From an optimization exercise on the open Yosys and OpenROAD flow, aimed at small area; shortcuts taken in it are not production practice.
At most, simulation tests tie the RTL to the original design; equivalence was not proved.
Only the layout flow was run in runs 1 to 4; the RTL was not checked for function there.
No activity file was given, so power comes from the tool's default toggle rates.

[design/flow/config.mk]
export PLATFORM = sky130hd
export DESIGN_NAME = finalproject
export DESIGN_NICKNAME = finalproject
export VERILOG_FILES = /design/flow/design.v
export SDC_FILE = /design/flow/constraint.sdc
export NUM_CORES = 4
export LEC_CHECK = 0
export CAP_MARGIN = 20
export CORE_MARGIN = 2
export CORE_UTILIZATION = 40
export PLACE_DENSITY = 0.6
export SLEW_MARGIN = 20
[design/flow/constraint.sdc]
create_clock -name core_clock -period 10.0 [get_ports {clk}]
set_input_delay 2.0000 -clock core_clock [delete_from_list [all_inputs] [get_ports {clk}]]
set_output_delay 2.0000 -clock core_clock [all_outputs]
set_load 0.01 [all_outputs]
[design/flow/design.v]
module finalproject(clk,rst,keypad_row,keypad_col,dot_row,dot_col,seven_seg);
	input clk,rst;
	output [3:0] keypad_row;
	input [3:0] keypad_col;
	output [7:0] dot_row,dot_col;
	output [6:0] seven_seg;
	assign keypad_row = 4'b0000;
	function [3:0] dig(input [7:0] x);
		reg [7:0] p;
		begin
			p = x[6:3] * x[4:1];
			dig = {p[5], p[4], x[7], p[3]};
		end
	endfunction
	function [7:0] back(input [7:0] x);
		back = {x[0] ^ x[6] ^ x[5] ^ x[4], x[7:1]};
	endfunction
	reg [3:0] c10;		 
	reg [2:0] c5;		 
	reg [6:0] ph;		 
	reg [2:0] q;		 
	reg [7:0] r;
	reg [15:0] f;
	reg fp;			 
	wire scan = (c10 == 4'd4);
	wire upd = scan & (c5 == 3'd3);
	wire step = (c10 == 4'd9) & (c5 == 3'd5) & (ph == 7'd0);
	wire [3:0] d = dig(r);
	wire [3:0] x = dig(back(back(back(back(back(r))))));
	wire [8:0] y = {fp, r[7], r[6], r[5], r[4], r[3], r[2], r[1], r[0]};
	wire ta = (~y[4] & y[8]) |
		(~y[0] & y[2] & y[3] & y[4] & ~y[5] & ~y[6] & ~y[7]) |
		(y[0] & y[1] & y[2] & ~y[3] & ~y[4] & y[6]) |
		(y[1] & ~y[3] & y[4] & ~y[5] & ~y[6] & ~y[7]) |
		(y[1] & y[2] & y[3] & ~y[4] & ~y[5] & ~y[6] & y[7]) |
		(~y[0] & y[1] & y[2] & ~y[3] & y[4] & y[5] & y[6]) |
		(y[0] & ~y[1] & y[2] & ~y[3] & y[6] & y[7]) |
		(~y[0] & y[2] & y[3] & ~y[4] & y[5] & ~y[6] & y[7]) |
		(~y[0] & y[1] & ~y[2] & y[4] & y[5] & y[6] & y[7]) |
		(y[0] & y[1] & ~y[2] & ~y[4] & y[5] & ~y[6] & ~y[7]) |
		(y[0] & y[1] & y[2] & ~y[4] & y[5] & y[6] & ~y[7]) |
		(y[0] & y[1] & ~y[2] & ~y[3] & ~y[4] & ~y[5] & ~y[6]) |
		(~y[0] & ~y[1] & y[2] & y[3] & ~y[4] & y[5] & y[7]) |
		(~y[0] & y[1] & y[2] & y[3] & ~y[4] & y[6] & ~y[7]) |
		(~y[0] & y[1] & ~y[2] & ~y[3] & ~y[4] & ~y[5] & y[6]) |
		(y[0] & ~y[1] & ~y[2] & ~y[3] & y[4] & ~y[5] & ~y[7]) |
		(~y[0] & ~y[1] & ~y[3] & ~y[4] & ~y[5] & ~y[6] & ~y[7]) |
		(~y[0] & y[1] & y[2] & y[3] & y[4] & ~y[6] & ~y[7]) |
		(y[0] & ~y[2] & ~y[3] & y[4] & y[5] & ~y[6] & y[7]) |
		(~y[0] & ~y[1] & ~y[2] & y[3] & ~y[4] & ~y[5] & y[6] & ~y[7]) |
		(y[0] & ~y[1] & y[2] & y[3] & ~y[4] & ~y[5] & ~y[6] & ~y[7]) |
		(y[0] & ~y[1] & ~y[2] & ~y[3] & y[5] & y[6] & ~y[7] & ~y[8]) |
		(~y[0] & ~y[1] & ~y[2] & ~y[3] & ~y[4] & y[5] & y[6] & y[7]);
	wire tb = (~y[5] & y[8]) |
		(y[0] & ~y[1] & ~y[2] & ~y[3] & y[4] & y[6] & ~y[7]) |
		(~y[0] & y[1] & y[2] & y[3] & ~y[4] & ~y[6] & y[7]) |
		(y[0] & ~y[2] & y[4] & ~y[5] & ~y[6] & ~y[7]) |
		(y[0] & y[1] & y[2] & ~y[3] & ~y[4] & y[6] & ~y[7]) |
		(~y[0] & ~y[1] & y[2] & y[3] & y[4] & ~y[5] & y[6]) |
		(y[0] & y[1] & ~y[2] & ~y[3] & ~y[4] & ~y[5] & ~y[6]) |
		(y[0] & ~y[2] & ~y[3] & y[4] & y[5] & ~y[6] & y[7]) |
		(~y[0] & y[1] & y[2] & y[3] & ~y[4] & y[6] & ~y[7]) |
		(~y[0] & y[1] & y[2] & ~y[3] & y[4] & y[5] & y[6] & ~y[7]) |
		(y[0] & y[1] & ~y[2] & ~y[4] & y[5] & ~y[6] & ~y[7] & ~y[8]) |
		(~y[0] & y[1] & y[2] & y[3] & y[4] & y[5] & ~y[6] & ~y[7]) |
		(y[0] & ~y[1] & y[2] & y[3] & ~y[4] & ~y[5] & ~y[6] & ~y[7]);
	wire hi = (~y[3] & y[8]);
	wire clr = ~(ta & tb) & ph[0] & (ph[2:1] == {tb, ta}) & (ph[6:3] == {1'b0, hi, hi, 1'b0});
	wire [15:0] sel = 16'd1 << d;
	wire [15:0] xs = 16'd1 << x;
	always @(posedge clk or negedge rst) begin
		if (~rst) begin
			c10 <= 4'd0;
			c5 <= 3'd0;
			ph <= 7'd50;
			q <= 3'd7;
			r <= 8'd1;
			f <= 16'd0;
			fp <= 1'b1;
		end else begin
			c10 <= (c10 == 4'd9) ? 4'd0 : c10 + 4'd1;
			if (scan) begin
				c5 <= (c5 == 3'd5) ? 3'd1 : c5 + 3'd1;
				q <= q + 3'd1;
			end
			if (upd) begin
				ph <= (ph == 7'd99) ? 7'd0 : ph + 7'd1;
				f <= (f | sel) & ~(xs & {16{clr}});
				if (clr & hi & ph[2]) fp <= 1'b0;
			end
			if (step)
				r <= {r[6:0], r[7] ^ r[5] ^ r[4] ^ r[3]};
		end
	end
	assign dot_row = (c5 != 3'd0) ? ~(8'h80 >> q) : 8'h00;
	wire [3:0] cg0 = {f[0], f[10], f[11], f[15]};
	wire [3:0] cg1 = {f[1], f[2], f[3], f[14]};
	wire [3:0] cg2 = {f[4], f[5], f[6], f[13]};
	wire [3:0] cg3 = {f[7], f[8], f[9], f[12]};
	wire [3:0] g = {cg0[q[2:1]], cg1[q[2:1]], cg2[q[2:1]], cg3[q[2:1]]};
	assign dot_col = {g[3], g[3], g[2], g[2], g[1], g[1], g[0], g[0]};
	reg [6:0] seg;
	always @(*) begin
		case (d)
		4'h0: seg = 7'b1000000;
		4'h1: seg = 7'b1111001;
		4'h2: seg = 7'b0100100;
		4'h3: seg = 7'b0110000;
		4'h4: seg = 7'b0011001;
		4'h5: seg = 7'b0010010;
		4'h6: seg = 7'b0000010;
		4'h7: seg = 7'b1111000;
		4'h8: seg = 7'b0000000;
		4'h9: seg = 7'b0010000;
		4'ha: seg = 7'b0001000;
		4'hb: seg = 7'b0000011;
		4'hc: seg = 7'b1000110;
		4'hd: seg = 7'b0100001;
		4'he: seg = 7'b0000110;
		default: seg = 7'b0001110;
		endcase
	end
	assign seven_seg = seg;
endmodule
[design/flow/flow/run.sh]
#!/bin/bash
set -euo pipefail
bash standard.sh "BUFFER_PORTS_ARGS=-buffer_cell sky130_fd_sc_hd__buf_1" finish > standard_flow.log 2>&1
[design/flow/standard.sh]
#!/bin/bash
# synth_recipe.tcl (not shown) runs the flow's synth.tcl, then flattens the netlist and writes it again
# the make line also repeats each setting of config.mk as NAME=value (left out here)
make -C /OpenROAD-flow-scripts/flow DESIGN_CONFIG=/design/flow/config.mk WORK_HOME=/design/flow/orfs CLKGATE_MAP_FILE= SYNTH_SCRIPT=/design/flow/synth_recipe.tcl "${@:-finish}"
==> reports/results.txt, run 1 <==
status: timing/DRC/antenna clean
maxcap violations: 0
post-cts hold buffer count: 0
Post-Syn Instances: 407
first-pass GRT wire length: 13300 µm
Core Area: 9153 µm²
total track usage: 16.04%
DRT antenna net count: 0
CTS root buffer: clkbuf_8
startpoint types: flip-flop
clock slew at reported path FFs: 80 ps
post-DR vias/cell: 5.773
Hold Path Class: flip-flop to flip-flop
R2R depth: 13
Detailed Route Iter0 Violations: 108
Top-Level Pins: 33
Placement Setup Slack: 4083 ps
Final Critical Period: 5949 ps
post_cts resized: 0
EDFF count, synth: 0
Slew Limit Headroom: 43.17%
Worst Max-Slew Pin Slew: 852.5 ps
initial antenna violation count: 0
worst vdd ir: 43.06 µV
ys async rst share: 100.0%
largest net degree at the start of global routing: 43
worst r2r src: r[4]
Pwr per Cell Area: 74.03 nW/µm²
fill count: 916
RSZ-0062 raised after global routing: no
Max Clock Skew: 14.32 ps
CTS buffer count: 5
Max Buffers Root-to-Sink: 2
port bufs: 24
final setup vio count: 0
Fin. Hold Viols: 0
Primary FF master, synth: dfrtp_1
die width: 100.6 µm
WL/cell: 15.43 µm
GRT overflow: 0
share of layout cells above drive strength 1: 12.01%
critical path endpoint: seven_seg[5]
Setup Buffers After CTS: 0
post-synthesis cell area: 3734 µm²
Syn Area/Cell: 9.173 µm²
vias: 2996
CP Data Arrival Time: 3950 ps
multi-input logic area: 2421 µm²
DIE AREA: 10120 µm²
routed wire length: 8010 µm
clock sinks: 42
reg-to-reg endpoint: f[3]
placement row count: 35
Layout area overhead: 4.256%
max-slew violation count: 0
FF+latch area: 1061 µm²
library cells used by synthesis: 64
Starting Density: 40.79%
crit path launch: r[4]
routability cong.: 0.8091
Lkg Pwr: 1.598 nW
top cell type's share of synthesized area: 22.79%
ant diodes: 0
H-tree levels: 2
Ys Warns: 1
Seq/Total Area, Yosys: 28.42%
fmax: 0.1681 GHz
CP Capture Type: output port
Post-DP HPWL: 5763 µm
final worst slack: 4051 ps
TNS Setup: 0 ps
required time worst endpoint: 8000 ps
first drt pass iteration count: 4
Critical Path Fanout Max: 23
WS Path Type: flip-flop to output port
residual DRC count: 0
count of state elements after synthesis: 42
vias in the first global route: 2723
clock latency (worst-skew pair): 300 ps
Synth area leaders: dfrtp_1 (23%), ha_1 (9.0%), a31oi_1 (5.9%), dfstp_2 (5.6%), xnor2_1 (4.5%)
Worst R2R Setup Slack: 5360 ps
CTS tree: built
Synth area leader: dfrtp_1
Final period util: 59.49%
nets@finish: 446
Die Y: 100.6 µm
==> layer usage <==
metal	vias up	GRT usage, %	share of wire, %
li1	1458	-	-
met1	1469	22.53	49
met2	64	26.26	47
met3	5	2.566	3.8
met4	0	3.161	0.50
met5	-	0	0
==> cell families after synthesis <==
group                    Yosys count  share of synthesized area, %
AND/OR/NAND/NOR                  133                         19.14
flip-flops                        42                         28.42
adder cells (fa/ha/maj)           33                         12.27
other                              1                        0.1004
AO/OA/AOI/OAI                     97                         18.16
XOR/XNOR                          32                         9.316
multiplexers                      13                         5.161
buffers and inverters             56                         7.440
==> sequential cells by signal, summed over array words and instances (netlist names) <==
| name | cells |
|---|---|
| ph | 7 |
| f | 16 |
| fp | 1 |
| c5 | 3 |
| q | 3 |
| r | 8 |
| c10 | 4 |
==> critical path, cell delays in order (launching register included) <==
cell	delay [ps]
dfrtp_1	850
and2_1	230
ha_1	230
ha_1	270
and3_1	170
nand3_1	100
fa_1	510
xor2_2	590
nor2_1	240
a22o_1	320
buf_1	140
==> power by group <==
group | internal (mW) | switching [mW]
Clock | 0.0492 | 0.0648
Combinational | 0.000396 | 0.00397
Sequential | 0.170 | 0
==> metrics by stage <==
step | util [%] | cells | instance area, µm² | power [mW] | hold WS (ps)
floorplan | - | 410 | 3745 | 0.1749 | 478.6
global placement | 41.38 | 511 | 3787 | 0.1777 | 501.8
detailed placement | 41.38 | 511 | 3787 | 0.1778 | 510.5
CTS | 42.37 | 519 | 3877 | 0.2921 | 527.9
global route | 42.53 | 519 | 3892 | 0.2995 | 548.0
finish | 42.53 | 519 | 3892 | 0.2882 | 521.9
==> cells in the final DEF, fill, tap and decap left out, types with 4 or more instances in the layout <==
master,instances
nand3_1,8
a31oi_1,35
xor2_2,4
nor2b_1,5
nor2_1,23
nand2_1,34
xnor2_2,7
o211ai_1,4
inv_1,19
buf_1,23
xnor2_1,18
and2_1,10
nand2b_1,6
a22o_1,4
mux4_2,4
a21oi_1,11
dfstp_2,8
conb_1,4
and3_1,5
nand4_1,8
fa_1,6
o21ai_0,16
mux2_2,5
nor4_1,6
nor3_1,8
ha_1,27
nor4bb_1,4
dfrtp_1,34
clkbuf_8,5
==> worst min path at each step <==
stage	slack, ps	start	end	cells past startpoint
after detailed placement	510	c10[2]	c10[2]	1
final	520	c10[2]	c10[2]	1
after global routing	550	ph[5]	ph[5]	2
after CTS	530	c10[2]	c10[2]	1
after global placement	500	c10[2]	c10[2]	1
after floorplan	480	ph[5]	ph[5]	2
==> area by class of cell <==
cell class / instances / area share (%)
Inverter: 20 / 1.929
Timing Repair Buffer: 26 / 2.732
Tap cell: 111 / 3.568
Clock buffer: 5 / 1.768
Multi-Input combinational cell: 312 / 62.20
Clock inverter: 3 / 0.5464
Sequential cell: 42 / 27.26
==> cells in the mapped netlist, drive strengths merged, types with 5 or more instances <==
cell and n:
o21ai 18, xnor2 25, and3 5, dfrtp 34, mux2 7, buf 25, nand4 8, nor4 6
nor3 8, fa 6, clkbuf 11, nor2b 5, nand2b 6, inv 20, nand2 34, nand3 8
dfstp 8, ha 27, nor2 23, xor2 7, and2 10, a21oi 13, a31oi 35
==> run 2, diff against run 1 <==
==> design/flow/run.sh (new file) <==
#!/bin/bash
# synth_recipe.tcl (not shown) runs the flow's synth.tcl, then flattens the netlist and writes it again
# the make line also repeats each setting of config.mk as NAME=value (left out here)
make -C /OpenROAD-flow-scripts/flow DESIGN_CONFIG=/design/flow/config.mk WORK_HOME=/design/flow/orfs CLKGATE_MAP_FILE= SYNTH_SCRIPT=/design/flow/synth_recipe.tcl finish
removed: design/flow/flow/run.sh
removed: design/flow/standard.sh
==> reports/results.txt, run 2 <==
vias in the first global route: 2815 (+3.4%)
library cells used by synthesis: 64 (unchanged)
CTS tree: built
count of state elements after synthesis: 42 (unchanged)
required time worst endpoint: 8000 ps (about the same)
Pwr per Cell Area: 77.23 nW/µm² (+4.3%)
Die Y: 100.6 µm (unchanged)
Setup Buffers After CTS: 0 (unchanged)
clock latency (worst-skew pair): 300 ps (about the same)
Layout area overhead: 8.713%
post_cts resized: 0 (unchanged)
cell class contributing the biggest share of worst-path delay: adder cells
Crit path largest cell delay: 880 ps (+30 ps)
crit path cell chain: and2_1, ha_1, ha_1, and3_1, nand3_1, fa_1, xnor2_1, nand2_1, and3_1, a31oi_1, clkdlybuf4s50_1
most frequent cells in the layout: a31oi_1 (35), nand2_1 (34), dfrtp_1 (34)
residual DRC count: 0 (unchanged)
post-synthesis cell area: 3734 µm² (unchanged)
ys async rst share: 100.0% (unchanged)
R2R depth: 13 (unchanged)
DRT antenna net count: 0 (unchanged)
met2 routed WL: 3761 µm (-0.16%)
maxcap violations: 0 (unchanged)
Biggest register: f
final setup vio count: 0 (unchanged)
die width: 100.6 µm (unchanged)
CP max stage cell: xnor2_1
worst path bufs/invs: 1 (unchanged)
Top-Level Pins: 33 (unchanged)
most common cell after layout, fill and taps aside: a31oi_1
post-DR vias/cell: 5.737 (-0.63%)
leading cell types by count after synthesis: a31oi_1 (35), dfrtp_1 (34), nand2_1 (34)
share of layout cells above drive strength 1: 11.98% (-0.029 points)
Synth area leader: dfrtp_1
Max Buffers Root-to-Sink: 2 (unchanged)
Synth area leaders: dfrtp_1 (23%), ha_1 (9.0%), a31oi_1 (5.9%), dfstp_2 (5.6%), xnor2_1 (4.5%)
DR top layer: met4
largest registers: f x16, r x8, ph x7
vias: 2983 (-0.43%)
wl on met1: 3889 µm (-0.18%)
ant diodes: 0 (unchanged)
clock slew at reported path FFs: 90 ps (about the same)
first drt pass iteration count: 5 (+1)
TNS Setup: 0 ps (unchanged)
CP Data Arrival Time: 4550 ps (+600 ps)
WL/cell: 15.42 µm (about the same)
Lkg Pwr: 1.670 nW (+4.5%)
placement row count: 35 (unchanged)
post-cts hold buffer count: 0 (unchanged)
routed wire length: 8020 µm (+0.12%)
Ys Warns: 1 (unchanged)
final worst slack: 3455 ps (-596.2 ps)
routability cong.: 0.8244 (+1.9%)
Hold Path Depth: 1 (unchanged)
GRT overflow: 0 (unchanged)
fmax: 0.1528 GHz (-9.1%)
WS Path Type: flip-flop to output port
CTS root buffer: clkbuf_8
top-count cell post-synth: a31oi_1
Post-DP HPWL: 5786 µm (+0.39%)
clock sinks: 42 (unchanged)
worst vdd ir: 62.69 µV (+46%)
Post-Syn Instances: 407 (unchanged)
initial antenna violation count: 0 (unchanged)
max FFs per register: 16 (unchanged)
CP Depth: 11 (+1)
EDFF count, synth: 0 (unchanged)
Core Area: 9153 µm² (unchanged)
top cell type's share of synthesized area: 22.79% (unchanged)
Max Clock Skew: 12.01 ps (-2.318 ps)
H-tree levels: 2 (unchanged)
status: timing/DRC/antenna clean
first-pass GRT wire length: 13940 µm (+4.8%)
CP Capture Type: output port
Starting Density: 40.79% (unchanged)
Seq/Total Area, Yosys: 28.42% (unchanged)
Met3 Routed Length: 312 µm (+2.3%)
Syn Area/Cell: 9.173 µm² (unchanged)
nets@finish: 447 (+0.22%)
total track usage: 16.86% (+0.82 points)
startpoint types: flip-flop
Final Critical Period: 6545 ps (+596.2 ps)
DIE AREA: 10120 µm² (unchanged)
Fin. Hold Viols: 0 (unchanged)
Slew Limit Headroom: 28.29% (-15 points)
Hold Path Class: flip-flop to flip-flop
Critical Path Fanout Max: 24 (+4.3%)
max-slew violation count: 0 (unchanged)
Worst Max-Slew Pin Slew: 1068 ps (+215.4 ps)
largest net degree at the start of global routing: 43 (unchanged)
Primary FF master, synth: dfrtp_1
fill count: 895 (-2.3%)
Final period util: 65.45% (+6.0 points)
RSZ-0062 raised after global routing: no
Placement Setup Slack: 3818 ps (-265.0 ps)
Detailed Route Iter0 Violations: 152 (+41%)
CTS buffer count: 5 (unchanged)
port bufs: 24 (unchanged)
## run 2: cell type report
type,instances,area (µm²),area share [%]
inverter,20,75.07,1.850
clock buffer,5,68.82,1.695
multi-input combinational,312,2414,59.46
sequential,42,1061,26.14
clock inverter,3,43.79,1.079
timing repair buffer,27,257.7,6.350
tap,111,138.9,3.422
## run 2: kinds of logic (layout without fill, tap and decap cells)
group	count (synthesis)	after routing	share of synthesized area [%]
and+or+nand+nor	133	133	19.14
AOI/OAI and AO/OA	97	97	18.16
adders and majority gates	33	33	12.27
buffers and inverters	56	55	7.440
muxes	13	13	5.161
xor gates and xnor gates	32	32	9.316
DFF	42	42	28.42
other	1	4	0.1004
## run 2: layer usage
| layer | vias up | track usage, % |
|---|---|---|
| met5 | - | 0 |
| met4 | 0 | 4.110 |
| met3 | 6 | 2.358 |
| met2 | 78 | 27.38 |
| met1 | 1443 | 23.75 |
| li1 | 1456 | - |
## run 2: through the flow
step / util (%) / cells / hold WS, ps / instance area (µm²) / power, mW
floorplan: - / 410 / 478.6 / 3745 / 0.1749
global placement: 43.03 / 512 / 502.1 / 3939 / 0.1773
CTS: 44.27 / 520 / 528.1 / 4051 / 0.3175
global route: 44.35 / 520 / 558.6 / 4059 / 0.3250
finish: 44.35 / 520 / 522.8 / 4059 / 0.3135
detailed placement: 43.03 / 512 / 511.8 / 3939 / 0.1773
## run 2: report_power, final
part	internal [mW]	leakage [nW]	switching, mW	total (mW)
clock network	0.0749	0.0585	0.0647	0.140
registers	0.170	0.528	0	0.170
logic	0.000142	1.08	0.00382	0.00396
total	0.245	1.67	0.0685	0.313
## run 2: path summary, 6_finish.rpt
kind                              from            to  slack, ps
max in group asynchronous          rst          r[2]       7590
worst max-delay path              r[2]  seven_seg[3]       3450
worst min-delay path            c10[2]        c10[2]        520
min in group asynchronous          rst          f[1]       1830
worst min register to register  c10[2]        c10[2]        520
worst max register to register    r[5]          f[3]       5530
==> run 3, diff against run 2 <==
==> design/flow/flow/run.sh (new file) <==
#!/bin/bash
set -euo pipefail
bash standard.sh "BUFFER_PORTS_ARGS=-buffer_cell sky130_fd_sc_hd__buf_1" finish > standard_flow.log 2>&1
==> design/flow/standard.sh (new file) <==
#!/bin/bash
# synth_recipe.tcl (not shown) runs the flow's synth.tcl, then flattens the netlist and writes it again
# the make line also repeats each setting of config.mk as NAME=value (left out here)
make -C /OpenROAD-flow-scripts/flow DESIGN_CONFIG=/design/flow/config.mk WORK_HOME=/design/flow/orfs CLKGATE_MAP_FILE= SYNTH_SCRIPT=/design/flow/synth_recipe.tcl "${@:-finish}"
--- a/design/flow/config.mk
+++ b/design/flow/config.mk
@@ -10,2 +10,5 @@
 export CORE_UTILIZATION = 40
+export CTS_BUF_LIST = sky130_fd_sc_hd__clkbuf_16
+export CTS_CLUSTER_DIAMETER = 200
+export CTS_CLUSTER_SIZE = 50
 export PLACE_DENSITY = 0.6
removed: design/flow/run.sh
==> reports/results.txt, run 3 <==
Placed Instances: 511 (-0.20%)
CP Capture Type: output port
Pint: 262.9 µW (+7.3%)
worst vdd ir: 52.86 µV (-16%)
ys async rst share: 100.0% (unchanged)
Final Cell Area: 3949 µm² (-2.7%)
worst r2r src: r[4]
Critical Path Fanout Max: 23 (-4.2%)
top cell type's share of synthesized area: 22.79% (unchanged)
Top-Level Pins: 33 (unchanged)
Max Clock Skew: 6.662 ps (-5.344 ps)
routed wire length: 7991 µm (-0.36%)
ant diodes: 0 (unchanged)
CTS tree: built
R2R depth: 13 (unchanged)
CTS buffer count: 5 (unchanged)
startpoint types: flip-flop
largest net degree at the start of global routing: 43 (unchanged)
RSZ-0062 raised after global routing: no
Slew Limit Headroom: 43.03% (+15 points)
Synth area leaders: dfrtp_1 (23%), ha_1 (9.0%), a31oi_1 (5.9%), dfstp_2 (5.6%), xnor2_1 (4.5%)
share of layout cells above drive strength 1: 12.01% (+0.029 points)
most common cell after layout, fill and taps aside: a31oi_1
vias: 2998 (+0.50%)
Net Switching: 72.78 µW (+6.2%)
max FFs per register: 16 (unchanged)
Detailed Route Iter0 Violations: 111 (-27%)
port bufs: 24 (unchanged)
post-cts hold buffer count: 0 (unchanged)
Worst R2R Setup Slack: 5370 ps (-160 ps)
Layout area overhead: 5.764%
first drt pass iteration count: 4 (-1)
die width: 100.6 µm (unchanged)
Final period util: 59.39% (-6.1 points)
Synth area leader: dfrtp_1
Setup Buffers After CTS: 0 (unchanged)
area post-placement: 3787 µm² (-3.8%)
Worst Max-Slew Pin Slew: 854.6 ps (-213.4 ps)
worst hold margin: 518.7 ps (-4.081 ps)
count of state elements after synthesis: 42 (unchanged)
Biggest register: f
hold path startpoint: c10[2]
max-slew violation count: 0 (unchanged)
Max Buffers Root-to-Sink: 2 (unchanged)
Core Area: 9153 µm² (unchanged)
status: timing/DRC/antenna clean
Logic pwr share: 1.3% (about the same)
total track usage: 16.10% (-0.76 points)
leading cell types by count after synthesis: a31oi_1 (35), dfrtp_1 (34), nand2_1 (34)
Seq pwr share: 50.7% (-3.5 points)
clock sinks: 42 (unchanged)
placement row count: 35 (unchanged)
fmax: 0.1684 GHz (+10%)
Syn Area/Cell: 9.173 µm² (unchanged)
WL/cell: 15.40 µm (-0.17%)
library cells used by synthesis: 64 (unchanged)
crit path launch: r[4]
reg-to-reg endpoint: f[3]
Seq/Total Area, Yosys: 28.42% (unchanged)
residual DRC count: 0 (unchanged)
Post-Syn Instances: 407 (unchanged)
post-DR vias/cell: 5.776 (+0.70%)
TNS Setup: 0 ps (unchanged)
maxcap violations: 0 (unchanged)
clock latency (worst-skew pair): 280 ps (-20 ps)
post-synthesis cell area: 3734 µm² (unchanged)
Lkg Pwr: 1.624 nW (-2.7%)
fin cells: 519 (-0.19%)
CP Data Arrival Time: 3940 ps (-610 ps)
Final Critical Period: 5939 ps (-606.2 ps)
required time worst endpoint: 8000 ps (about the same)
largest registers: f x16, r x8, ph x7
Pwr per Cell Area: 85.01 nW/µm² (+10%)
Die Y: 100.6 µm (unchanged)
Hold Path Class: flip-flop to flip-flop
Primary FF master, synth: dfrtp_1
post_cts resized: 0 (unchanged)
vias in the first global route: 2747 (-2.4%)
WS Path Type: flip-flop to output port
Hold EP: c10[2]
Ys Warns: 1 (unchanged)
final setup vio count: 0 (unchanged)
Hold Path Depth: 1 (unchanged)
most frequent cells in the layout: a31oi_1 (35), nand2_1 (34), dfrtp_1 (34)
Clock Power Share: 48.0% (+3.4 points)
H-tree levels: 2 (unchanged)
GRT overflow: 0 (unchanged)
DRT antenna net count: 0 (unchanged)
top-count cell post-synth: a31oi_1
Starting Density: 40.79% (unchanged)
initial antenna violation count: 0 (unchanged)
Fin. Hold Viols: 0 (unchanged)
CTS root buffer: clkbuf_16
Net Sw Frac: 21.68% (-0.18 points)
clock slew at reported path FFs: 60 ps (-30 ps)
EDFF count, synth: 0 (unchanged)
first-pass GRT wire length: 13380 µm (-4.0%)
nets@finish: 446 (-0.22%)
routability cong.: 0.8091 (-1.9%)
DIE AREA: 10120 µm² (unchanged)
Post-DP HPWL: 5763 µm (-0.39%)
==> run 3: cell counts after synthesis <==
Identical to the previous run, type by type.
==> run 3: how the worst max path moves through the flow <==
| stage | endpoint | slack [ps] | depth (start not counted) |
|---|---|---|---|
| after floorplan | seven_seg[4] | 4800 | 12 |
| after CTS | seven_seg[3] | 3760 | 11 |
| after global placement | seven_seg[6] | 4140 | 10 |
| after global routing | seven_seg[5] | 3800 | 10 |
| after detailed placement | seven_seg[3] | 4080 | 11 |
| final | seven_seg[5] | 4060 | 10 |
==> run 3: layout make-up <==
class                      count  area [µm²]
timing repair buffer          26       106.4
clock inverter                 3       21.27
inverter                      20       75.07
clock buffer                   5       125.1
multi-input combinational    312        2421
sequential                    42        1061
tap                          111       138.9
fill                         909        5204
==> run 3: cells by family (layout without fill, tap and decap cells) <==
group                    after synthesis  count (layout)  synth area share (%)
AO/OA/AOI/OAI                         97              97                 18.16
XOR/XNOR                              32              32                 9.316
adder cells (fa/ha/maj)               33              33                 12.27
AND/OR/NAND/NOR                      133             133                 19.14
flip-flops                            42              42                 28.42
other                                  1               4                0.1004
multiplexers                          13              13                 5.161
buffers and inverters                 56              54                 7.440
==> run 3: metal layers <==
| layer | up-vias | wire, µm | global-route usage [%] |
|---|---|---|---|
| li1 | 1459 | - | - |
| met1 | 1472 | 3767 | 22.44 |
| met2 | 63 | 3853 | 26.67 |
| met3 | 4 | 330 | 2.427 |
| met4 | 0 | 40 | 3.161 |
| met5 | - | 0 | 0 |
==> run 3: power by group through the flow <==
stage	registers [mW]	logic [mW]	clock network (mW)
6_report	0.170	0.00440	0.161
3_3_place_gp	0.173	0.00464	0
5_1_grt	0.170	0.00519	0.173
2_1_floorplan	0.173	0.00181	0
4_1_cts	0.170	0.00472	0.166
3_5_place_dp	0.173	0.00469	0
==> run 3: metrics by stage <==
stage / setup WS (ps) / power (mW) / utilization (%)
floorplan: 4802 / 0.1749 / -
global placement: 4145 / 0.1777 / 41.38
detailed placement: 4083 / 0.1778 / 41.38
CTS: 3760 / 0.3404 / 42.98
global route: 3800 / 0.3484 / 43.14
finish: 4061 / 0.3357 / 43.14
==> run 3: worst max-delay path, cell delays in order, from the launching register on <==
cell and delay, ps:
dfrtp_1 840, and2_1 230, ha_1 230, ha_1 270, and3_1 170, nand3_1 100, fa_1 510, xor2_2 600
nor2_1 240, a22o_1 320, buf_1 140
==> run 4, diff against run 3 <==
--- a/design/flow/config.mk
+++ b/design/flow/config.mk
@@ -10,5 +10,5 @@
 export CORE_UTILIZATION = 40
-export CTS_BUF_LIST = sky130_fd_sc_hd__clkbuf_16
+export CTS_BUF_LIST = sky130_fd_sc_hd__clkbuf_8
 export CTS_CLUSTER_DIAMETER = 200
-export CTS_CLUSTER_SIZE = 50
+export CTS_CLUSTER_SIZE = 25
 export PLACE_DENSITY = 0.6
==> reports/results.txt, run 4 <==
status: timing/DRC/antenna clean
overall power: 288.2 µW (-14%)
post-DR vias/cell: 5.773 (about the same)
hold path startpoint: c10[2]
most frequent cells in the layout: a31oi_1 (35), nand2_1 (34), dfrtp_1 (34)
final setup vio count: 0 (unchanged)
Fin. Hold Viols: 0 (unchanged)
nets@finish: 446 (unchanged)
CP Data Arrival Time: 3950 ps (about the same)
leading cell types by count after synthesis: a31oi_1 (35), dfrtp_1 (34), nand2_1 (34)
Starting Density: 40.79% (unchanged)
H-tree levels: 2 (unchanged)
CTS root buffer: clkbuf_8
Hold Path Depth: 1 (unchanged)
Final Critical Period: 5949 ps (+9.930 ps)
Post-Syn Instances: 407 (unchanged)
ys async rst share: 100.0% (unchanged)
Seq/Total Area, Yosys: 28.42% (unchanged)
Worst Max-Slew Pin Slew: 852.5 ps (-2.041 ps)
Placement Setup Slack: 4083 ps (unchanged)
count of state elements after synthesis: 42 (unchanged)
Ys Warns: 1 (unchanged)
Hold Path Class: flip-flop to flip-flop
worst hold margin: 521.9 ps (+3.181 ps)
R2R depth: 13 (unchanged)
routability cong.: 0.8091 (unchanged)
post-cts hold buffer count: 0 (unchanged)
Max Clock Skew: 14.32 ps (+7.662 ps)
Primary FF master, synth: dfrtp_1
most common cell after layout, fill and taps aside: a31oi_1
Top-Level Pins: 33 (unchanged)
startpoint types: flip-flop
Synth area leaders: dfrtp_1 (23%), ha_1 (9.0%), a31oi_1 (5.9%), dfstp_2 (5.6%), xnor2_1 (4.5%)
DIE AREA: 10120 µm² (unchanged)
reg-to-reg endpoint: f[3]
Setup Buffers After CTS: 0 (unchanged)
EDFF count, synth: 0 (unchanged)
final worst slack: 4051 ps (-9.930 ps)
top cell type's share of synthesized area: 22.79% (unchanged)
DRT antenna net count: 0 (unchanged)
WS Path Type: flip-flop to output port
max-slew violation count: 0 (unchanged)
placement row count: 35 (unchanged)
clock slew at reported path FFs: 80 ps (+20 ps)
port bufs: 24 (unchanged)
library cells used by synthesis: 64 (unchanged)
routed wire length: 8010 µm (+0.24%)
fmax: 0.1681 GHz (-0.17%)
largest registers: f x16, r x8, ph x7
initial antenna violation count: 0 (unchanged)
CTS tree: built
required time worst endpoint: 8000 ps (about the same)
ant diodes: 0 (unchanged)
maxcap violations: 0 (unchanged)
post-synthesis cell area: 3734 µm² (unchanged)
TNS Setup: 0 ps (unchanged)
die width: 100.6 µm (unchanged)
worst r2r src: r[4]
vias in the first global route: 2723 (-0.87%)
Worst R2R Setup Slack: 5360 ps (about the same)
Detailed Route Iter0 Violations: 108 (-2.7%)
first drt pass iteration count: 4 (unchanged)
residual DRC count: 0 (unchanged)
max FFs per register: 16 (unchanged)
RSZ-0062 raised after global routing: no
Pwr per Cell Area: 74.03 nW/µm² (-13%)
first-pass GRT wire length: 13300 µm (-0.57%)
largest net degree at the start of global routing: 43 (unchanged)
Hold EP: c10[2]
Critical Path Fanout Max: 23 (unchanged)
Die Y: 100.6 µm (unchanged)
Layout area overhead: 4.256%
share of layout cells above drive strength 1: 12.01% (unchanged)
CP Capture Type: output port
clock latency (worst-skew pair): 300 ps (+20 ps)
Syn Area/Cell: 9.173 µm² (unchanged)
Slew Limit Headroom: 43.17% (+0.14 points)
Lkg Pwr: 1.598 nW (-1.6%)
clock sinks: 42 (unchanged)
vias: 2996 (-0.067%)
total track usage: 16.04% (-0.059 points)
worst vdd ir: 43.06 µV (-19%)
Max Buffers Root-to-Sink: 2 (unchanged)
Core Area: 9153 µm² (unchanged)
GRT overflow: 0 (unchanged)
Biggest register: f
top-count cell post-synth: a31oi_1
post_cts resized: 0 (unchanged)
Post-DP HPWL: 5763 µm (unchanged)
Synth area leader: dfrtp_1
CTS buffer count: 5 (unchanged)
Final period util: 59.49% (+0.099 points)
WL/cell: 15.43 µm (+0.24%)
-- run 4: changes by cell type in the layout (fill, tap and decap cells not counted) --
cell	change
clkbuf_16	-5
clkbuf_8	+5
-- run 4: kinds of logic (layout without fill, tap and decap cells) --
| logic type | Yosys count | count (layout) | synth area share, % |
|---|---|---|---|
| AND/OR/NAND/NOR | 133 | 133 | 19.14 |
| buffers and inverters | 56 | 54 | 7.440 |
| adder cells (fa/ha/maj) | 33 | 33 | 12.27 |
| AO/OA/AOI/OAI | 97 | 97 | 18.16 |
| flip-flops | 42 | 42 | 28.42 |
| multiplexers | 13 | 13 | 5.161 |
| XOR/XNOR | 32 | 32 | 9.316 |
| other | 1 | 4 | 0.1004 |
-- run 4: critical path, stage by stage (launching register included) --
cell and delay, ps:
dfrtp_1 850, and2_1 230, ha_1 230, ha_1 270, and3_1 170, nand3_1 100
fa_1 510, xor2_2 590, nor2_1 240, a22o_1 320, buf_1 140
-- run 4: power by group --
part,total (mW),internal [mW],switching (mW)
registers,0.170,0.170,0
logic,0.00437,0.000396,0.00397
clock network,0.114,0.0492,0.0648
-- run 4: cell type report --
| cell class | instances | area [µm²] |
|---|---|---|
| clock buffer | 5 | 68.82 |
| clock inverter | 3 | 21.27 |
| fill | 916 | 5260 |
| inverter | 20 | 75.07 |
| multi-input combinational | 312 | 2421 |
| sequential | 42 | 1061 |
| tap | 111 | 138.9 |
| timing repair buffer | 26 | 106.4 |
-- run 4: through the flow --
stage          util (%)  instance area, µm²  instances
3_3_place_gp      41.38                3787        511
6_report          42.53                3892        519
2_1_floorplan         -                3745        410
3_5_place_dp      41.38                3787        511
5_1_grt           42.53                3892        519
4_1_cts           42.37                3877        519
-- run 4: metal layers --
layer  vias to the layer above  global-route usage [%]  routed length (µm)
met5                         -                       0                   0
met1                      1469                   22.53                3896
met3                         5                   2.566                 305
met2                        64                   26.26                3767
met4                         0                   3.161                  40
li1                       1458                       -                   -
-- run 4: how the worst max path moves through the flow --
stage / from / to / slack (ps) / cells past startpoint
after floorplan: r[2] / seven_seg[4] / 4800 / 12
after global placement: r[4] / seven_seg[6] / 4140 / 10
after detailed placement: r[4] / seven_seg[3] / 4080 / 11
after CTS: r[4] / seven_seg[3] / 3730 / 11
after global routing: r[4] / seven_seg[5] / 3770 / 10
final: r[4] / seven_seg[5] / 4050 / 10
==> run 5, diff against run 4 <==
==> design/flow/design.v (replaced) <==
module finalproject(clk,rst,keypad_row,keypad_col,dot_row,dot_col,seven_seg);
	input clk,rst;
	output [3:0] keypad_row;
	input [3:0] keypad_col;
	output [7:0] dot_row,dot_col;
	output [6:0] seven_seg;
	assign keypad_row = 4'b0000;
	function [3:0] dig(input [7:0] x);
		reg [7:0] p;
		begin
			p = x[6:3] * x[4:1];
			dig = {p[5], p[4], x[7], p[3]};
		end
	endfunction
	function [3:0] hole(input [3:0] d);
		case (d)
			4'hf: hole = 4'd0;  4'he: hole = 4'd1;  4'hd: hole = 4'd2;  4'hc: hole = 4'd3;
			4'hb: hole = 4'd4;  4'h3: hole = 4'd5;  4'h6: hole = 4'd6;  4'h9: hole = 4'd7;
			4'ha: hole = 4'd8;  4'h2: hole = 4'd9;  4'h5: hole = 4'd10; 4'h8: hole = 4'd11;
			4'h0: hole = 4'd12; 4'h1: hole = 4'd13; 4'h4: hole = 4'd14; default: hole = 4'd15;
		endcase
	endfunction
	function [7:0] back(input [7:0] x);
		back = {x[0] ^ x[6] ^ x[5] ^ x[4], x[7:1]};
	endfunction
	reg [3:0] c10;		 
	reg [2:0] c5;		 
	reg [6:0] ph;		 
	reg [2:0] q;		 
	reg started;
	reg [7:0] r;
	reg [15:0] f;
	reg [2:0] e0, e1, e2, e3, e4, e5;
	wire scan = (c10 == 4'd4);
	wire upd = scan & (c5 == 3'd3);
	wire step = (c10 == 4'd9) & (c5 == 3'd0) & (ph == 7'd0);
	wire [3:0] d = dig(r);
	wire [3:0] k = hole(d);
	wire [3:0] x = hole(dig(back(back(back(back(back(r)))))));
	wire clr = ~(e5[1] & e5[0]) & ph[0] & (ph[2:1] == e5[1:0]) & (ph[6:3] == {1'b0, e5[2], e5[2], 1'b0});
	wire setnow = ~f[k];
	always @(posedge clk or negedge rst) begin
		if (~rst) begin
			c10 <= 4'd0;
			c5 <= 3'd0;
			ph <= 7'd50;
			q <= 3'd7;
			started <= 1'b0;
			r <= 8'd1;
			f <= 16'd0;
			e0 <= 3'd3; e1 <= 3'd3; e2 <= 3'd3; e3 <= 3'd3; e4 <= 3'd3; e5 <= 3'd3;
		end else begin
			c10 <= (c10 == 4'd9) ? 4'd0 : c10 + 4'd1;
			if (scan) begin
				c5 <= (c5 == 3'd4) ? 3'd0 : c5 + 3'd1;
				q <= q + 3'd1;
				started <= 1'b1;
			end
			if (upd) begin
				ph <= (ph == 7'd99) ? 7'd0 : ph + 7'd1;
				if (setnow) e0 <= {ph[5], ph[2:1]};
			end
			if (step) begin
				r <= {r[6:0], r[7] ^ r[5] ^ r[4] ^ r[3]};
				e0 <= 3'd3; e1 <= e0; e2 <= e1; e3 <= e2; e4 <= e3; e5 <= e4;
			end
			if (upd) f <= (f & ~({15'd0, clr} << x)) | ({15'd0, setnow} << k);
		end
	end
	assign dot_row = started ? ~(8'h80 >> q) : 8'h00;
	wire [3:0] g = f >> {q[2:1], 2'b00};
	assign dot_col = {g[0], g[0], g[1], g[1], g[2], g[2], g[3], g[3]};
	reg [6:0] seg;
	always @(*) begin
		case (d)
		4'h0: seg = 7'b1000000;
		4'h1: seg = 7'b1111001;
		4'h2: seg = 7'b0100100;
		4'h3: seg = 7'b0110000;
		4'h4: seg = 7'b0011001;
		4'h5: seg = 7'b0010010;
		4'h6: seg = 7'b0000010;
		4'h7: seg = 7'b1111000;
		4'h8: seg = 7'b0000000;
		4'h9: seg = 7'b0010000;
		4'ha: seg = 7'b0001000;
		4'hb: seg = 7'b0000011;
		4'hc: seg = 7'b1000110;
		4'hd: seg = 7'b0100001;
		4'he: seg = 7'b0000110;
		default: seg = 7'b0001110;
		endcase
	end
	assign seven_seg = seg;
endmodule
==> design/flow/run.sh (new file) <==
#!/bin/bash
# synth_recipe.tcl (not shown) runs the flow's synth.tcl, then flattens the netlist and writes it again
# the make line also repeats each setting of config.mk as NAME=value (left out here)
make -C /OpenROAD-flow-scripts/flow DESIGN_CONFIG=/design/flow/config.mk WORK_HOME=/design/flow/orfs CLKGATE_MAP_FILE= SYNTH_SCRIPT=/design/flow/synth_recipe.tcl finish
--- a/design/flow/config.mk
+++ b/design/flow/config.mk
@@ -10,5 +10,2 @@
 export CORE_UTILIZATION = 40
-export CTS_BUF_LIST = sky130_fd_sc_hd__clkbuf_8
-export CTS_CLUSTER_DIAMETER = 200
-export CTS_CLUSTER_SIZE = 25
 export PLACE_DENSITY = 0.6
removed: design/flow/flow/run.sh
removed: design/flow/standard.sh
==> reports/results.txt, run 5 <==
DRT antenna net count: 0 (unchanged)
vias in the first global route: 3125 (+15%)
worst vdd ir: 57.49 µV (+33%)
Syn Area/Cell: 9.126 µm² (-0.51%)
FF+latch area: 1525 µm² (+44%)
count of state elements after synthesis: 60 (+43%)
cell class contributing the biggest share of worst-path delay: adder cells
total track usage: 16.14% (+0.098 points)
Placed Instances: 597 (+17%)
area post-placement: 4482 µm² (+18%)
Synth area leader: dfrtp_1
Critical Path Fanout Max: 16 (-30%)
largest registers: f x16, r x8, ph x7
Max Clock Skew: 3.865 ps (-10.46 ps)
first-pass GRT wire length: 14760 µm (+11%)
maxcap violations: 0 (unchanged)
Lkg Pwr: 2.141 nW (+34%)
CTS root buffer: clkbuf_8
share of layout cells above drive strength 1: 13.00% (+0.99 points)
post-DR vias/cell: 5.093 (-12%)
Placement Setup Slack: 4263 ps (+180.0 ps)
Slew Limit Headroom: 38.97% (-4.2 points)
Hold Path Class: flip-flop to flip-flop
residual DRC count: 0 (unchanged)
most frequent cells in the layout: nand2_1 (106), dfrtp_1 (41), o21ai_0 (35)
overall power: 471.9 µW (+64%)
max-slew violation count: 0 (unchanged)
Biggest register: f
worst hold margin: 452.5 ps (-69.41 ps)
Final Util: 45.74% (+3.2 points)
routability cong.: 0.8267 (+2.2%)
GRT overflow: 0 (unchanged)
worst path bufs/invs: 1 (unchanged)
most common cell after layout, fill and taps aside: nand2_1
WS Path Type: flip-flop to output port
Fin. Hold Viols: 0 (unchanged)
post-synthesis cell area: 4189 µm² (+12%)
critical path's most frequent cell: ha_1
top-count cell post-synth: nand2_1
vias: 3122 (+4.2%)
post-cts hold buffer count: 0 (unchanged)
Primary FF master, synth: dfrtp_1
Crit path largest cell delay: 500 ps (-350 ps)
clock latency (worst-skew pair): 330 ps (+30 ps)
fin cells: 613 (+18%)
H-tree levels: 3 (+1)
initial antenna violation count: 0 (unchanged)
crit path cell chain: and2_1, fa_1, ha_1, ha_1, nand4_1, o21ai_1, xor2_4, nor2_1, o21a_1, a221o_1, clkdlybuf4s50_1
first drt pass iteration count: 4 (unchanged)
Post-DP HPWL: 5865 µm (+1.8%)
final setup vio count: 0 (unchanged)
ys async rst share: 100.0% (unchanged)
fmax: 0.1647 GHz (-2.0%)
WL/cell: 13.48 µm (-13%)
Pwr per Cell Area: 100.9 nW/µm² (+36%)
die width: 106.3 µm (+5.7%)
nets@finish: 512 (+15%)
CP Data Arrival Time: 4070 ps (+120 ps)
final worst slack: 3928 ps (-122.9 ps)
leading cell types by count after synthesis: nand2_1 (106), dfrtp_1 (41), o21ai_0 (35)
fill count: 1009 (+10%)
routed wire length: 8264 µm (+3.2%)
CP max stage cell: dfrtp_1
Detailed Route Iter0 Violations: 105 (-2.8%)
placement row count: 37 (+5.7%)
DIE AREA: 11310 µm² (+12%)
Layout area overhead: 11.71%
status: timing/DRC/antenna clean
largest net degree at the start of global routing: 61 (+42%)
RSZ-0062 raised after global routing: no
Starting Density: 40.94% (+0.15 points)
post_cts resized: 0 (unchanged)
required time worst endpoint: 8000 ps (about the same)
clock sinks: 60 (+43%)
ant diodes: 0 (unchanged)
Ys Warns: 1 (unchanged)
Post-Syn Instances: 459 (+13%)
max FFs per register: 16 (unchanged)
Synth area leaders: dfrtp_1 (24%), dfstp_2 (12%), nand2_1 (9.5%), ha_1 (8.4%), o21ai_0 (4.2%)
CP Capture Type: output port
startpoint types: flip-flop
Final Cell Area: 4679 µm² (+20%)
TNS Setup: 0 ps (unchanged)
CTS buffer count: 9 (+4)
multi-input logic area: 2435 µm² (+0.57%)
Worst Max-Slew Pin Slew: 915.5 ps (+62.95 ps)
clock slew at reported path FFs: 70 ps (about the same)
EDFF count, synth: 0 (unchanged)
Final period util: 60.72% (+1.2 points)
Die Y: 106.3 µm (+5.7%)
port bufs: 24 (unchanged)
Setup Buffers After CTS: 0 (unchanged)
Final Critical Period: 6072 ps (+122.9 ps)
Seq/Total Area, Yosys: 36.41% (+8.0 points)
top cell type's share of synthesized area: 24.49% (+1.7 points)
Top-Level Pins: 33 (unchanged)
CTS tree: built
Core Area: 10230 µm² (+12%)
Max Buffers Root-to-Sink: 2 (unchanged)
library cells used by synthesis: 53 (-17%)
-- run 5: worst paths after layout --
kind                       slack, ps           end  cells past startpoint   from
max                             3930  seven_seg[0]                     11   r[3]
min                              450         e4[1]                      2  e4[1]
max reg2reg                     4860         f[12]                     14   r[4]
min reg2reg                      450         e4[1]                      2  e4[1]
max in group asynchronous       7670          f[4]                      2    rst
min in group asynchronous       1830          r[5]                      2    rst
-- run 5: worst min-delay path: stages (launching register included) --
cell	delay, ps
dfstp_2	370
nand2_1	40
nand2_1	40
-- run 5: layout make-up --
type	count	area share, %
Clock inverter	2	0.7487
Sequential cell	60	32.59
Multi-Input combinational cell	348	52.03
Inverter	27	2.166
Timing Repair Buffer	26	5.348
Tap cell	136	3.636
Clock buffer	14	3.476
-- run 5: routing by layer --
metal / part of all wire [%] / global-route usage (%)
met1: 47 / 21.21
met2: 48 / 26.79
met3: 3.6 / 3.495
met4: 1.4 / 4.605
met5: 0 / 0
-- run 5: report_power, final --
part / leakage, nW / internal [mW] / total (mW) / switching (mW)
logic: 1.30 / 0.000388 / 0.00567 / 0.00529
registers: 0.744 / 0.243 / 0.243 / 0
clock network: 0.101 / 0.129 / 0.223 / 0.0944
total: 2.14 / 0.372 / 0.472 / 0.0996
-- run 5: logic make-up after synthesis --
kind of cell             Yosys count  share of synthesized area (%)
AND/OR/NAND/NOR                  178                          19.30
flip-flops                        60                          36.41
adder cells (fa/ha/maj)           34                          11.23
multiplexers                      17                          6.422
other                              1                        0.08952
buffers and inverters             54                          5.884
AO/OA/AOI/OAI                     85                          13.26
XOR/XNOR                          30                          7.407

-- separate check: timing with driven ports --
Ports are ideal in the flow. The routed layouts listed here were re-timed in OpenROAD.
Step 1 sets driving cells, clkbuf_16 on the clock port and buf_2 on the other inputs (assumed; they add their load-dependent delay and slew).
Step 2 times the ports against the registers' clock, not the clock port: input delays grow and output delays shrink by t, the midpoint of the rising clock arrivals with the driver on.
a / b / c = ideal / step 1 / step 2; a / b = the first two.
run | shift t [ns] | setup slack, ns | slew at the worst register clock pin (ns) | worst slew at a driven data input, ns
run 1 | 0.326 | 4.051 / 4.022 / 4.347 | 0.10 / 0.10 | 0.03
run 2 | 0.327 | 3.455 / 3.423 / 3.750 | 0.09 / 0.09 | 0.03
run 3 | 0.314 | 4.061 / 4.027 / 4.341 | 0.06 / 0.06 | 0.03
run 4 | 0.326 | 4.051 / 4.022 / 4.347 | 0.10 / 0.10 | 0.03
run 5 | 0.355 | 3.928 / 3.898 / 4.254 | 0.07 / 0.07 | 0.02
After both steps setup and hold are still met in every run listed.
